Source: an optimization exercise on an open RTL-to-GDS flow (aim: small area and a short achievable clock period). Production flows keep margins and buffers that such runs may drop. Only simulation tests tie the RTL to the original design; equivalence was not proved. Power and IR drop assume default switching activity.

<file path="flow/design.v">
module REG_MUX(in, CLK, RST, CE, out);
localparam SYNC = 0, ASYNC = 1;
parameter WIDTH = 18;
parameter RSTTYPE = SYNC, REG = 1;
input CLK, RST, CE;
input [WIDTH-1:0] in;
reg [WIDTH-1:0] in_reg;
output reg [WIDTH-1:0] out;
generate
    if(RSTTYPE==SYNC)begin
always @(posedge CLK) begin
    if(RST)
    in_reg<=0;
    else begin
    if(CE)
    in_reg<=in;
    end
end
always@(*)begin
    case(REG)
    1: out=in_reg;
    default:out=in;
    endcase
end
    end
    if(RSTTYPE==ASYNC)begin
always @(posedge CLK or posedge RST) begin
    if(RST)
    in_reg<=0;
    else begin
    if(CE)
    in_reg<=in;
    end
end
always@(*)begin
    case(REG)
    1:out=in_reg;
    default:out=in;
    endcase
end
    end
endgenerate
endmodule
module DSP(A, B, C, D, CARRYIN, M, P, CARRYOUT, CARRYOUTF, CLK, OPMODE, BCIN, 
CEA, CEB, CEC, CECARRYIN, CED, CEM, CEOPMODE, CEP, RSTA, RSTB, RSTC, RSTCARRYIN, RSTD, RSTM, RSTOPMODE, RSTP, BCOUT, PCIN, PCOUT); 
localparam SYNC = 0, ASYNC = 1, OPMODE5 = 0, CARRYIn = 1, CASCODE = 1, DIRECT = 0;
parameter A0REG = 0, A1REG = 1, B0REG = 0, B1REG = 1;
parameter CREG = 1, DREG = 1, MREG = 1, PREG = 1, CARRYINREG = 1, CARRYOUTREG = 1, OPMODEREG = 1;
parameter CARRYINSEL = OPMODE5;
parameter B_INPUT = DIRECT;
parameter RSTTYPE = SYNC;
parameter A_WIDTH = 18, B_WIDTH = 18, C_WIDTH = 48, D_WIDTH = 18, M_WIDTH = 36, P_WIDTH = 48, OPMODE_WIDTH = 8;
input [17:0] A, B, BCIN;
input [17:0] D;
input [47:0] C, PCIN;
input CARRYIN, CLK, CEA, CEB, CEC, CECARRYIN, CED, CEM, CEOPMODE, CEP;
input RSTA, RSTB, RSTC, RSTCARRYIN, RSTD, RSTM, RSTOPMODE, RSTP;
input [7:0] OPMODE;
output [35:0] M;
output [47:0] P, PCOUT;
output CARRYOUT, CARRYOUTF;
output [17:0] BCOUT;
wire [7:0] OPMODE_out;
wire [17:0] A_mux_out, B_mux_out, MUX0B_out;
wire [17:0] D_mux_out;
wire [47:0] C_mux_out, X_mux_out, Z_mux_out, PRE_ADDER_SUB_2;
wire [17:0] PRE_ADDER_SUB_1, MUX_OP4, MULTI_1, MULTI_2;
wire [35:0] MULTI;
wire [47:0] M_ex;
wire Carry_Cascode_in, CIN, Carry_Cascode_out;
REG_MUX #(OPMODE_WIDTH,RSTTYPE,OPMODEREG) x0 (OPMODE, CLK, RSTOPMODE, CEOPMODE, OPMODE_out);
REG_MUX #(D_WIDTH,RSTTYPE,DREG) x1 (D, CLK, RSTD, CED, D_mux_out);
REG_MUX #(A_WIDTH,RSTTYPE,A0REG) x2 (A, CLK, RSTA, CEA, A_mux_out);
REG_MUX #(C_WIDTH,RSTTYPE,CREG) x3 (C, CLK, RSTC, CEC, C_mux_out);
assign MUX0B_out = (B_INPUT == DIRECT)? B : (B_INPUT == CASCODE)? BCIN : 0;
REG_MUX #(B_WIDTH,RSTTYPE,B0REG) x5 (MUX0B_out, CLK, RSTB, CEB, B_mux_out);
assign PRE_ADDER_SUB_1 = (OPMODE_out[6])? D_mux_out-B_mux_out : D_mux_out+B_mux_out;
assign MUX_OP4 = (OPMODE_out[4])? PRE_ADDER_SUB_1 : B_mux_out;
REG_MUX #(B_WIDTH,RSTTYPE,B1REG) x6 (MUX_OP4, CLK, RSTB, CEB, MULTI_1);
REG_MUX #(A_WIDTH,RSTTYPE,A1REG) x7 (A_mux_out, CLK, RSTA, CEA, MULTI_2);
assign BCOUT = MULTI_1;
assign MULTI = MULTI_1 * MULTI_2;
REG_MUX #(M_WIDTH,RSTTYPE,MREG) x8 (MULTI, CLK, RSTM, CEM, M);
assign Carry_Cascode_in = (CARRYINSEL==OPMODE5)? OPMODE_out[5] : (CARRYINSEL==CARRYIn)? CARRYIN : 0;
REG_MUX #(1,RSTTYPE,CARRYINREG) x9 (Carry_Cascode_in, CLK, RSTCARRYIN, CECARRYIN, CIN);
assign M_ex = {{12{1'b0}},M};
assign X_mux_out = (OPMODE_out[1:0]==3)? {D[11:0],A,B} : (OPMODE_out[1:0]==2)? P : (OPMODE_out[1:0]==1)? M_ex : 0;
assign Z_mux_out = (OPMODE_out[3:2]==3)? C_mux_out : (OPMODE_out[3:2]==2)? P : (OPMODE_out[3:2]==1)? PCIN : 0;
assign {Carry_Cascode_out,PRE_ADDER_SUB_2} = (OPMODE_out[7]==0)? (X_mux_out + Z_mux_out + CIN) : (Z_mux_out-(X_mux_out+CIN));
REG_MUX #(1,RSTTYPE,CARRYOUTREG) x10 (Carry_Cascode_out, CLK, RSTCARRYIN, CECARRYIN, CARRYOUT);
REG_MUX #(P_WIDTH,RSTTYPE,PREG) x11 (PRE_ADDER_SUB_2, CLK, RSTP, CEP, P);
assign CARRYOUTF = CARRYOUT;
assign PCOUT = P;
endmodule
</file>
<file path="flow/run.sh">
#!/bin/bash
# synth_recipe.tcl (not shown) runs the flow's synth.tcl, then flattens the netlist and writes it again
# the make line also repeats each setting of config.mk as NAME=value (left out here)
make -C /OpenROAD-flow-scripts/flow DESIGN_CONFIG=/design/flow/config.mk WORK_HOME=/design/flow/orfs CLKGATE_MAP_FILE= SYNTH_SCRIPT=/design/flow/synth_recipe.tcl finish
</file>
<file path="flow/config.mk">
export PLATFORM = sky130hd
export DESIGN_NAME = DSP
export DESIGN_NICKNAME = DSP
export VERILOG_FILES = /design/flow/design.v
export SDC_FILE = /design/flow/constraint.sdc
export NUM_CORES = 4
export LEC_CHECK = 0
export CAP_MARGIN = 20
export CORE_MARGIN = 2
export CORE_UTILIZATION = 40
export SLEW_MARGIN = 20
</file>
<file path="flow/constraint.sdc">
create_clock -name core_clock -period 7.0 [get_ports {CLK}]
set_input_delay 1.4000 -clock core_clock [delete_from_list [all_inputs] [get_ports {CLK}]]
set_output_delay 1.4000 -clock core_clock [all_outputs]
set_load 0.01 [all_outputs]
</file>
==> impl_metrics.csv <==
group,metric,value,unit
placement,dp.final_hpwl,74220,µm
setup_path,path_max_fanout,17,
setup_path,cp.depth,24,
logic_synthesis,ys_seq_area_share,14.19,%
setup_path,crit_family,"adder cells",
timing,finalHoldViolCount,0,
clock_network,postCtsHoldBufs,0,
global_route,grt_first_pass_wirelength,140300,µm
clock_network,h-tree-depth,4,
setup_path,crit_buf_inv,6,
clock_network,clock_latency,520,ps
floorplanning,die_w,266.9,µm
power,power-per-cell-area,165.7,nW/µm²
finish,finalNonFillerCells,4418,
setup_path,worst_r2r_path_depth,24,
route,antenna_left,0,
setup_path,cp.arrival,7060,ps
logic_synthesis,yosysUniqueCellTypes,89,
setup_path,crit_top_cell,"fa_1",
setup_path,r2r_start,"x6.in_reg[11]",
route,routed_via_density,5.409,
clock_network,clock-root-buffer,"clkbuf_16",
placement,dpl.cell_count,4386,
setup_path,worstSetupPathType,"register to register",
logic_synthesis,synth-edff-count,0,
route,vias,23897,
setup_path,critPathLaunch,"x6.in_reg[11]",
logic_synthesis,synth.avg_cell_area,8.333,µm²
placement,gp_congestion,0.9137,
logic_synthesis,ys_ff_latch,196,
timing,setup_tns,0,ps
route,drc,0,
placement,io_buffers,326,
timing,fin_crit,6664,ps
power,p_leak,0.01529,µW
setup_path,critPathSlowestCell,"or4_4",
setup_path,end_kind,"register",
floorplanning,core_area,68470,µm²
worst_hold_path,min_path_type,"register to register",
setup_path,r2r_end,"x8.in_reg[34]",
floorplanning,dieArea,71260,µm²
global_route,grt_pass1_vias,23724,
logic_synthesis,synth.net_count,4041,
setup_path,cp_cell_sequence,"buf_12 -> and2_1 -> fa_1 -> inv_1 -> fa_1 -> fa_1 -> inv_1 -> fa_1 -> fa_1 -> inv_1 -> fa_1 -> inv_1 -> ha_1 -> nand4_1 -> or4_4 -> o22a_1 -> o2111ai_1 -> buf_4 -> nand2_1 -> o311a_1 -> nor3_2 -> a31oi_1 -> xor2_1 -> o21ai_1",
finish,area_delta_synth_final,17.22,%
setup_path,endpoint,"x8.in_reg[34]",
timing,rsz0062_at_grt,"no",
setup_path,critPathRequiredTime,7390,ps
global_route,antenna_found_initial,6,
timing,finalClockSkew,24.03,ps
logic_synthesis,yosysWarningCount,6,
clock_network,cts_sinks,196,
clock_network,cts_tree,"built",
logic_synthesis,syn-cell-area,27660,µm²
setup_path,crit_path_start_kind,"register",
timing,fin_crit_sh,95.20,%
global_route,grt_overflow,0,
floorplanning,rows,96,
route,wl_per_cell,20.77,µm
global_route,grt_max_degree,72,
floorplanning,start_util,40.39,%
finish,nFillCells,6791,
clock_network,cts_setup_buffers,0,
timing,maxSlewHeadroom,28.29,%
global_route,grt_util_all_layers,25.92,%
setup_path,r2r_slack,340,ps
route,drt_first_iter_violations,1594,
floorplanning,die_h,266.9,µm
logic_synthesis,netlist_instances,3319,
clock_network,cts_buffers,17,
timing,worst_pin_slew,1076,ps
clock_network,clockBufferDepth,2,
logic_synthesis,async_reset_ff_share,0,%
finish,final_layout_size_suffix_gt1_share,7.749,%
clock_network,clk_pin_slew,80,ps
placement,dpl_cell_area,31730,µm²
logic_synthesis,yosys_most_used_dff,"dfxtp_1",
finish,fin_area,32420,µm²
timing,slew_violations,0,
finish,diodes,0,
power,vdd_drop_max,0.1160,mV
timing,setup_viol,0,
timing,fin_hold_ws,490.3,ps
finish,nets,4245,
floorplanning,io_pins,346,
clock_network,cts.repair.resized,1,
timing,max_clock_freq,150.1,MHz
route,first_pass_iters,5,
route,wl,91770,µm
setup_path,critPathMaxStageDelay,600,ps
run,drv_cap,0,
power,finalPower,5371,µW
status,status,"no timing/DRC/antenna violations",
## worst register-to-register path: cells and delay by family, from the launching register on
kind | cells | cell delay [ps]
fa+ha+maj | 7 | 3240
flops | 1 | 340
simple gates | 5 | 1320
xor+xnor | 1 | 150
compound gates | 5 | 950
buf+inv | 6 | 560
## layout by cell type (no fill, tap or decap), types with 34 or more instances in the layout
cell               n
mux2i_1          156
a211oi_1          64
a21o_1            80
and2_1           149
nor2b_1           34
ha_1             267
a21oi_1          143
nor2_1           279
xnor2_1           86
fa_1             261
xor2_1            51
a22o_1            75
inv_1            441
nand2_1          274
dfxtp_1          175
buf_4             93
mux2_2            83
nor3_1            39
o21ai_0           69
clkdlybuf4s50_1  320
## cell usage after synthesis (80+ instances only)
| cell | count | area share (%) |
|---|---|---|
| inv_1 | 441 | 6.0 |
| nor2_1 | 279 | 3.8 |
| nand2_1 | 274 | 3.7 |
| ha_1 | 267 | 12 |
| fa_1 | 261 | 19 |
| dfxtp_1 | 196 | 14 |
| clkbuf_1 | 160 | 2.2 |
| mux2i_1 | 156 | 5.6 |
| and2_1 | 149 | 3.4 |
| a21oi_1 | 143 | 2.6 |
| xnor2_1 | 86 | 2.7 |
| mux2_2 | 83 | 3.4 |
| a21o_1 | 80 | 2.2 |
## worst min-delay path by stage
stage | from | to | slack, ps | cells after the start
after detailed placement | x3.in_reg[43] | x3.in_reg[43] | 480 | 2
final | x3.in_reg[15] | x3.in_reg[15] | 490 | 2
after global placement | x3.in_reg[31] | x3.in_reg[31] | 470 | 2
after floorplan | x3.in_reg[0] | x3.in_reg[0] | 450 | 2
after CTS | x3.in_reg[15] | x3.in_reg[15] | 500 | 2
after global routing | x3.in_reg[6] | x3.in_reg[6] | 520 | 2
## cell type report
cell class | count | area, µm² | area share (%)
Multi-Input combinational cell | 2443 | 21020 | 64.83
Clock buffer | 18 | 429.2 | 1.324
Inverter | 442 | 1659 | 5.118
Timing Repair Buffer | 423 | 4026 | 12.42
Clock inverter | 14 | 231.5 | 0.7140
Sequential cell | 196 | 3953 | 12.19
Tap cell | 882 | 1104 | 3.404
## kinds of logic (layout without fill, tap and decap cells)
| group | after synthesis | count (layout) | share of synthesized area (%) |
|---|---|---|---|
| multiplexers | 240 | 240 | 9.066 |
| buffers and inverters | 680 | 897 | 9.903 |
| adder cells (fa/ha/maj) | 528 | 528 | 30.97 |
| XOR/XNOR | 137 | 137 | 4.339 |
| AO/OA/AOI/OAI | 633 | 633 | 16.15 |
| flip-flops | 196 | 196 | 14.19 |
| AND/OR/NAND/NOR | 905 | 905 | 15.38 |
## through the flow
stage / worst slack (ps) / utilization, %
4_1_cts: 64.82 / 47.32
6_report: 336.3 / 47.35
3_3_place_gp: 43.15 / 46.35
2_1_floorplan: 542.0 / -
3_5_place_dp: 38.46 / 46.35
5_1_grt: 23.83 / 47.35
## routing by layer
layer / track usage [%] / vias up / wire, µm
met3: 5.065 / 132 / 5665
li1: - / 11393 / -
met2: 44.59 / 664 / 44140
met1: 32.89 / 11700 / 39220
met5: 0 / - / 53
met4: 7.334 / 8 / 2698
## where the power goes
| group | switching [µW] | total [µW] | internal (µW) |
|---|---|---|---|
| clock | 580 | 1170 | 588 |
| combinational | 1540 | 2810 | 1270 |
| sequential | 177 | 1390 | 1220 |

## re-timing with driven ports
Ports are ideal in the flow. The routed layout listed here was re-timed in OpenROAD. Step 1, drivers: a clkbuf_16 drives CLK and a buf_2 each remaining input, both assumed. Step 2 adds t to the input delays and takes it off the output delays; t is the mean of the earliest and latest rising clock arrival at the registers after step 1. Input paths then give back, and output paths get back, about the clock's delay inside the block. Three values: ideal, step 1, step 2; two values: the first two.
t, ns: 0.564
setup slack, ns: 0.336 / 0.336 / 0.336
clock arrival spread, ns: 0.025 / 0.024
slew at the worst register clock pin (ns): 0.10 / 0.10
After both steps setup and hold are still met in this run. For this run, drivers alone change the setup slack by 0.000 ns; drivers and shift together by 0.000 ns.
